What follows belongs to an exercise in optimizing a design on an open flow for small area and a short achievable clock period; a production flow would make more cautious choices.
At most, simulation tests tie the RTL to the original design; equivalence was not proved.

==> branch nickel: inputs <==
// fir
module fir (
input [15:0] signal,
input clk,
output [15:0] out,
output [15:0] f1,
output [31:0] f2,f3,f4,
output [15:0] fo1
);
wire sign = signal[15];
wire expo_sign = signal[14];
wire [3:0] e = signal[13:10];
wire [11:0] w = {1'b1, signal[9:0], 1'b0};
wire [26:0] wl = {15'b0, w} << e;
wire [11:0] wr = w >> e;
wire left = expo_sign & (e != 4'd0);
wire zero = (signal == 16'b0);
wire [14:0] fv = zero ? 15'b0 : (left ? wl[16:2] : {3'b0, wr});
wire fz = (fv == 15'b0);
wire [15:0] mg = {sign & fz, fv};
wire [19:0] sx = {20{~sign}};
wire signed [15:0] xq_a = {1'b0, fv ^ {15{sign}}};
wire signed [15:0] xq_b = 16'sd0;
wire signed [15:0] xq;
wire [15:0] xq__p = xq_a ^ xq_b;
wire [15:0] xq__g0 = xq_a & xq_b;
wire [15:0] xq__g = {xq__g0[15:1], xq__g0[0] | (xq__p[0] & (sign))};
wire xq__G1 = xq__g[1] | (xq__p[1] & xq__g[0]);
wire xq__P1 = xq__p[1] & xq__p[0];
wire xq__G2 = xq__g[3] | (xq__p[3] & xq__g[2]);
wire xq__P2 = xq__p[3] & xq__p[2];
wire xq__G3 = xq__g[5] | (xq__p[5] & xq__g[4]);
wire xq__P3 = xq__p[5] & xq__p[4];
wire xq__G4 = xq__g[7] | (xq__p[7] & xq__g[6]);
wire xq__P4 = xq__p[7] & xq__p[6];
wire xq__G5 = xq__g[9] | (xq__p[9] & xq__g[8]);
wire xq__P5 = xq__p[9] & xq__p[8];
wire xq__G6 = xq__g[11] | (xq__p[11] & xq__g[10]);
wire xq__P6 = xq__p[11] & xq__p[10];
wire xq__G7 = xq__g[13] | (xq__p[13] & xq__g[12]);
wire xq__P7 = xq__p[13] & xq__p[12];
wire xq__G8 = xq__g[15] | (xq__p[15] & xq__g[14]);
wire xq__P8 = xq__p[15] & xq__p[14];
wire xq__G9 = xq__g[2] | (xq__p[2] & xq__G1);
wire xq__P9 = xq__p[2] & xq__P1;
wire xq__G10 = xq__G2 | (xq__P2 & xq__G1);
wire xq__P10 = xq__P2 & xq__P1;
wire xq__G11 = xq__g[6] | (xq__p[6] & xq__G3);
wire xq__P11 = xq__p[6] & xq__P3;
wire xq__G12 = xq__G4 | (xq__P4 & xq__G3);
wire xq__P12 = xq__P4 & xq__P3;
wire xq__G13 = xq__g[10] | (xq__p[10] & xq__G5);
wire xq__P13 = xq__p[10] & xq__P5;
wire xq__G14 = xq__G6 | (xq__P6 & xq__G5);
wire xq__P14 = xq__P6 & xq__P5;
wire xq__G15 = xq__g[14] | (xq__p[14] & xq__G7);
wire xq__P15 = xq__p[14] & xq__P7;
wire xq__G16 = xq__G8 | (xq__P8 & xq__G7);
  ...
clock: 30.0 ns
lec_check: 0
abc_area: 1
cap_margin: 20
core_margin: 2
core_utilization: 40
slew_margin: 20
synth_hierarchical: 1
standard.sh (not shown) runs the stock make flow with config.mk's settings and CLKGATE_MAP_FILE= SYNTH_SCRIPT=/design/flow/synth_recipe.tcl, a recipe that flattens the netlist after the stock synthesis.
==> flow/flow/run.sh <==
#!/bin/bash
# The standard layout (the standard.sh); the ports are buffered by flow/ports.tcl
# instead of by ORFS's own buffer_ports call, and clock tree synthesis gets its
# arguments from CTS_ARGS.
bash standard.sh DONT_BUFFER_PORTS=1 POST_GLOBAL_PLACE_TCL="$PWD/flow/ports.tcl" \
  CTS_ARGS="-sink_clustering_enable -repair_clock_nets -sink_clustering_size 40 -sink_clustering_max_diameter 60 -dont_use_dummy_load" finish > standard.log 2>&1
==> flow/flow/ports.tcl <==
# Port buffering, run right after global placement in place of ORFS's own
# buffer_ports: every input but the clock gets a buf_4, every output a buf_1.
buffer_ports -inputs -buffer_cell sky130_fd_sc_hd__buf_4
buffer_ports -outputs -buffer_cell sky130_fd_sc_hd__buf_1
==> branch yarrow: changes against branch nickel <==
--- a/flow/design.v
+++ b/flow/design.v
@@ -102,118 +102,31 @@
 wire xq__P30 = xq__P22 & xq__P20;
 wire xq__G31 = xq__G23 | (xq__P23 & xq__G20);
 wire xq__P31 = xq__P23 & xq__P20;
 wire xq__G32 = xq__G24 | (xq__P24 & xq__G20);
 wire xq__P32 = xq__P24 & xq__P20;
 wire [16:0] xq__c = {xq__G32, xq__G31, xq__G30, xq__G29, xq__G28, xq__G27, xq__G26, xq__G25, xq__G20, xq__G19, xq__G18, xq__G17, xq__G10, xq__G9, xq__G1, xq__g[0], (sign)};
 assign xq = xq__p ^ xq__c[15:0];
 wire signed [15:0] xin = {sign, xq[14:0]};
-wire signed [19:0] nin_a = {1'b0, mg, 3'b0};
-wire signed [19:0] nin_b = {4'b0, mg};
+wire signed [19:0] nc_x = {1'b0, mg, 3'b0} ^ sx;
+wire signed [19:0] nc_y = {4'b0, mg} ^ sx;
+wire signed [19:0] nc_z = {18'b0, ~sign, 1'b0};
+wire signed [19:0] nc_s = nc_x ^ nc_y ^ nc_z;
+wire [19:0] nc_m = (nc_x & nc_y) | (nc_x & nc_z) | (nc_y & nc_z);
+wire signed [19:0] nin_a = nc_s;
+wire signed [19:0] nin_b = {nc_m[18:0], 1'b0};
 wire signed [19:0] nin;
 add_ks_20 i_nin (.a(nin_a), .b(nin_b), .ci(1'b0), .s(nin));
 reg signed [15:0] x;
-reg [19:0] nx;                
-reg sgn;                      
-reg cf;                       
+reg signed [19:0] n;           
 always @(posedge clk) begin
   x <= xin;
-  nx <= nin ^ {20{~sign}};
-  sgn <= ~sign;
-  cf <= ~sign & ~|fv[10:0];
+  n <= nin;
 end
-wire signed [19:0] n_a = nx;
-wire signed [19:0] n_b = 20'sd0;
-wire signed [19:0] n;
-wire [19:0] n__p = n_a ^ n_b;
-wire [19:0] n__g0 = n_a & n_b;
-wire [19:0] n__g = {n__g0[19:1], n__g0[0] | (n__p[0] & (sgn))};
-wire n__G1 = n__g[1] | (n__p[1] & n__g[0]);
-wire n__P1 = n__p[1] & n__p[0];
-wire n__G2 = n__g[3] | (n__p[3] & n__g[2]);
-wire n__P2 = n__p[3] & n__p[2];
-wire n__G3 = n__g[5] | (n__p[5] & n__g[4]);
-wire n__P3 = n__p[5] & n__p[4];
-wire n__G4 = n__g[7] | (n__p[7] & n__g[6]);
-wire n__P4 = n__p[7] & n__p[6];
-wire n__G5 = n__g[9] | (n__p[9] & n__g[8]);
-wire n__P5 = n__p[9] & n__p[8];
-wire n__G6 = n__g[11] | (n__p[11] & n__g[10]);
-wire n__P6 = n__p[11] & n__p[10];
-wire n__G7 = n__g[13] | (n__p[13] & n__g[12]);
-wire n__P7 = n__p[13] & n__p[12];
-wire n__G8 = n__g[15] | (n__p[15] & n__g[14]);
-wire n__P8 = n__p[15] & n__p[14];
-wire n__G9 = n__g[17] | (n__p[17] & n__g[16]);
-wire n__P9 = n__p[17] & n__p[16];
-wire n__G10 = n__g[19] | (n__p[19] & n__g[18]);
-wire n__P10 = n__p[19] & n__p[18];
-wire n__G11 = n__g[2] | (n__p[2] & n__G1);
-wire n__P11 = n__p[2] & n__P1;
-wire n__G12 = n__G2 | (n__P2 & n__G1);
-wire n__P12 = n__P2 & n__P1;
-wire n__G13 = n__g[6] | (n__p[6] & n__G3);
-wire n__P13 = n__p[6] & n__P3;
-wire n__G14 = n__G4 | (n__P4 & n__G3);
-wire n__P14 = n__P4 & n__P3;
-wire n__G15 = n__g[10] | (n__p[10] & n__G5);
-wire n__P15 = n__p[10] & n__P5;
-wire n__G16 = n__G6 | (n__P6 & n__G5);
-wire n__P16 = n__P6 & n__P5;
-wire n__G17 = n__g[14] | (n__p[14] & n__G7);
-wire n__P17 = n__p[14] & n__P7;
-wire n__G18 = n__G8 | (n__P8 & n__G7);
-wire n__P18 = n__P8 & n__P7;
-wire n__G19 = n__g[18] | (n__p[18] & n__G9);
-wire n__P19 = n__p[18] & n__P9;
-wire n__G20 = n__G10 | (n__P10 & n__G9);
-wire n__P20 = n__P10 & n__P9;
-wire n__G21 = n__g[4] | (n__p[4] & n__G12);
-wire n__P21 = n__p[4] & n__P12;
-wire n__G22 = n__G3 | (n__P3 & n__G12);
-wire n__P22 = n__P3 & n__P12;
-wire n__G23 = n__G13 | (n__P13 & n__G12);
-wire n__P23 = n__P13 & n__P12;
-wire n__G24 = n__G14 | (n__P14 & n__G12);
-wire n__P24 = n__P14 & n__P12;
-wire n__G25 = n__g[12] | (n__p[12] & n__G16);
-wire n__P25 = n__p[12] & n__P16;
-wire n__G26 = n__G7 | (n__P7 & n__G16);
-wire n__P26 = n__P7 & n__P16;
-wire n__G27 = n__G17 | (n__P17 & n__G16);
-wire n__P27 = n__P17 & n__P16;
-wire n__G28 = n__G18 | (n__P18 & n__G16);
-wire n__P28 = n__P18 & n__P16;
-wire n__G29 = n__g[8] | (n__p[8] & n__G24);
-wire n__P29 = n__p[8] & n__P24;
-wire n__G30 = n__G5 | (n__P5 & n__G24);
-wire n__P30 = n__P5 & n__P24;
-wire n__G31 = n__G15 | (n__P15 & n__G24);
-wire n__P31 = n__P15 & n__P24;
-wire n__G32 = n__G16 | (n__P16 & n__G24);
-wire n__P32 = n__P16 & n__P24;
-wire n__G33 = n__G25 | (n__P25 & n__G24);
-wire n__P33 = n__P25 & n__P24;
-wire n__G34 = n__G26 | (n__P26 & n__G24);
-wire n__P34 = n__P26 & n__P24;
-wire n__G35 = n__G27 | (n__P27 & n__G24);
-wire n__P35 = n__P27 & n__P24;
-wire n__G36 = n__G28 | (n__P28 & n__G24);
-wire n__P36 = n__P28 & n__P24;
-wire n__G37 = n__g[16] | (n__p[16] & n__G36);
-wire n__P37 = n__p[16] & n__P36;
-wire n__G38 = n__G9 | (n__P9 & n__G36);
-wire n__P38 = n__P9 & n__P36;
-wire n__G39 = n__G19 | (n__P19 & n__G36);
-wire n__P39 = n__P19 & n__P36;
-wire n__G40 = n__G20 | (n__P20 & n__G36);
-wire n__P40 = n__P20 & n__P36;
-wire [20:0] n__c = {n__G40, n__G39, n__G38, n__G37, n__G36, n__G35, n__G34, n__G33, n__G32, n__G31, n__G30, n__G29, n__G24, n__G23, n__G22, n__G21, n__G12, n__G11, n__G1, n__g[0], (sgn)};
-assign n = n__p ^ n__c[19:0];
 wire signed [18:0] m5_a = n;
 wire signed [18:0] m5_b = x <<< 2;
 wire signed [18:0] m5;
 wire [18:0] m5__p = m5_a ^ m5_b;
 wire [18:0] m5__g0 = m5_a & m5_b;
 wire [18:0] m5__g = {m5__g0[18:1], m5__g0[0] | (m5__p[0] & (1'b0))};
 wire m5__G1 = m5__g[1] | (m5__p[1] & m5__g[0]);
 wire m5__P1 = m5__p[1] & m5__p[0];
@@ -824,21 +737,21 @@
   v7 <= v7_n;
   v6 <= v6_n;
   v5 <= v5_n;
   v4 <= v4_n;
   v3 <= v3_n;
   u <= u_n;
   s1 <= s1_n;
 end
-wire signed [8:0] t0 = nx[19:11];    
+wire signed [8:0] t0 = n[19:11];
 wire [15:0] out_n;
-add_o16 i_out (.a(s1), .bn(t0), .ci(cf), .s(out_n));
+add_o16 i_out (.a(s1), .bn(t0), .ci(1'b0), .s(out_n));
 wire [10:0] fo1_s;
-add_f11 i_fo1 (.a({u[9], u}), .bn(t0), .ci(cf), .s(fo1_s));
+add_f11 i_fo1 (.a({u[9], u}), .bn(t0), .ci(1'b0), .s(fo1_s));
 wire [15:0] fo1_n = {{5{fo1_s[10]}}, fo1_s};
 assign out = out_n;
 assign fo1 = fo1_n;
 assign f1 = x;
 assign f2 = {{12{n[19]}}, n};
 assign f3 = {{12{m11d[19]}}, m11d};
 assign f4 = {{12{r4[19]}}, r4};
 endmodule
==> flow/flow/run.sh (replaced) <==
#!/bin/bash
# The standard layout (the standard.sh); flow/ports.tcl runs after global
# placement (port buffers, flip-flop drive), and clock tree synthesis gets its
# arguments from CTS_ARGS.
bash standard.sh DONT_BUFFER_PORTS=1 POST_GLOBAL_PLACE_TCL="$PWD/flow/ports.tcl" \
  CTS_ARGS="-sink_clustering_enable -repair_clock_nets -sink_clustering_size 40 -sink_clustering_max_diameter 60 -dont_use_dummy_load" finish > standard.log 2>&1
==> flow/flow/ports.tcl (replaced) <==
# Run right after global placement.
# Port buffering in place of ORFS's own buffer_ports: every input but the clock
# gets a buf_4, every output a buf_1.
buffer_ports -inputs -buffer_cell sky130_fd_sc_hd__buf_4
buffer_ports -outputs -buffer_cell sky130_fd_sc_hd__buf_1
# Stronger flip-flops (same cell, drive 4) for the registers that start the
# paths to the outputs, whose Q pins carry the largest loads.
foreach inst [get_cells *] {
  if {[regexp {^(n|s1|u)\[[0-9]+\]\$_DFF_P_$} [get_full_name $inst]] && [get_property $inst ref_name] eq "sky130_fd_sc_hd__dfxtp_1"} {
    replace_cell $inst sky130_fd_sc_hd__dfxtp_4
  }
}
==> flow/config.mk (replaced) <==
export PLATFORM = sky130hd
export DESIGN_NAME = fir
export DESIGN_NICKNAME = fir
export VERILOG_FILES = /design/flow/design.v
export SDC_FILE = /design/flow/constraint.sdc
export NUM_CORES = 4
export LEC_CHECK = 0
export ABC_AREA = 1
export CAP_MARGIN = 20
export CORE_MARGIN = 2
export CORE_UTILIZATION = 50
export PLACE_DENSITY = 0.65
export SLEW_MARGIN = 20
export SYNTH_HIERARCHICAL = 1
==> notes <==
- In branch yarrow the synthesized cell count is smaller than in branch nickel, by 5.0%.
- Hold slack is about the same in branch yarrow and branch nickel.
- Clock-buffer cell count: branch yarrow is higher than branch nickel (2).
- Against branch yarrow, the global-route usage of branch nickel is lower by 4.1 points.
Only the layout flow was run in branch nickel; the RTL was not checked for function there.

-- afterwards: timing with drivers on the ports --
The results above use ideal ports. As a check the final layouts listed here were re-extracted and re-timed, cells and wires unchanged. Step 1 (the two cells are an assumption about what drives the block):
set clk [get_ports {clk}]
set_driving_cell -lib_cell sky130_fd_sc_hd__clkbuf_16 $clk
set_driving_cell -lib_cell sky130_fd_sc_hd__buf_2 [delete_from_list [all_inputs] $clk]
Step 2 adds t to the input delays and takes it off the output delays; t is the mean of the earliest and latest rising clock arrival at the registers after step 1. Input paths then give back, and output paths get back, about the clock's delay inside the block. Three values: no drivers, after step 1, after step 2; two values: the first two.
| run | t (ns) | slack for setup (ns) | clock arrival spread, ns |
|---|---|---|---|
| branch nickel | 0.590 | 20.400 / 20.347 / 20.733 | 0.070 / 0.069 |
| branch yarrow | 0.603 | 21.030 / 20.977 / 20.653 | 0.081 / 0.081 |
After both steps setup and hold are still met in every run listed. For branch yarrow, which loses most, drivers alone change the setup slack by -0.053 ns; drivers and shift together by -0.377 ns.
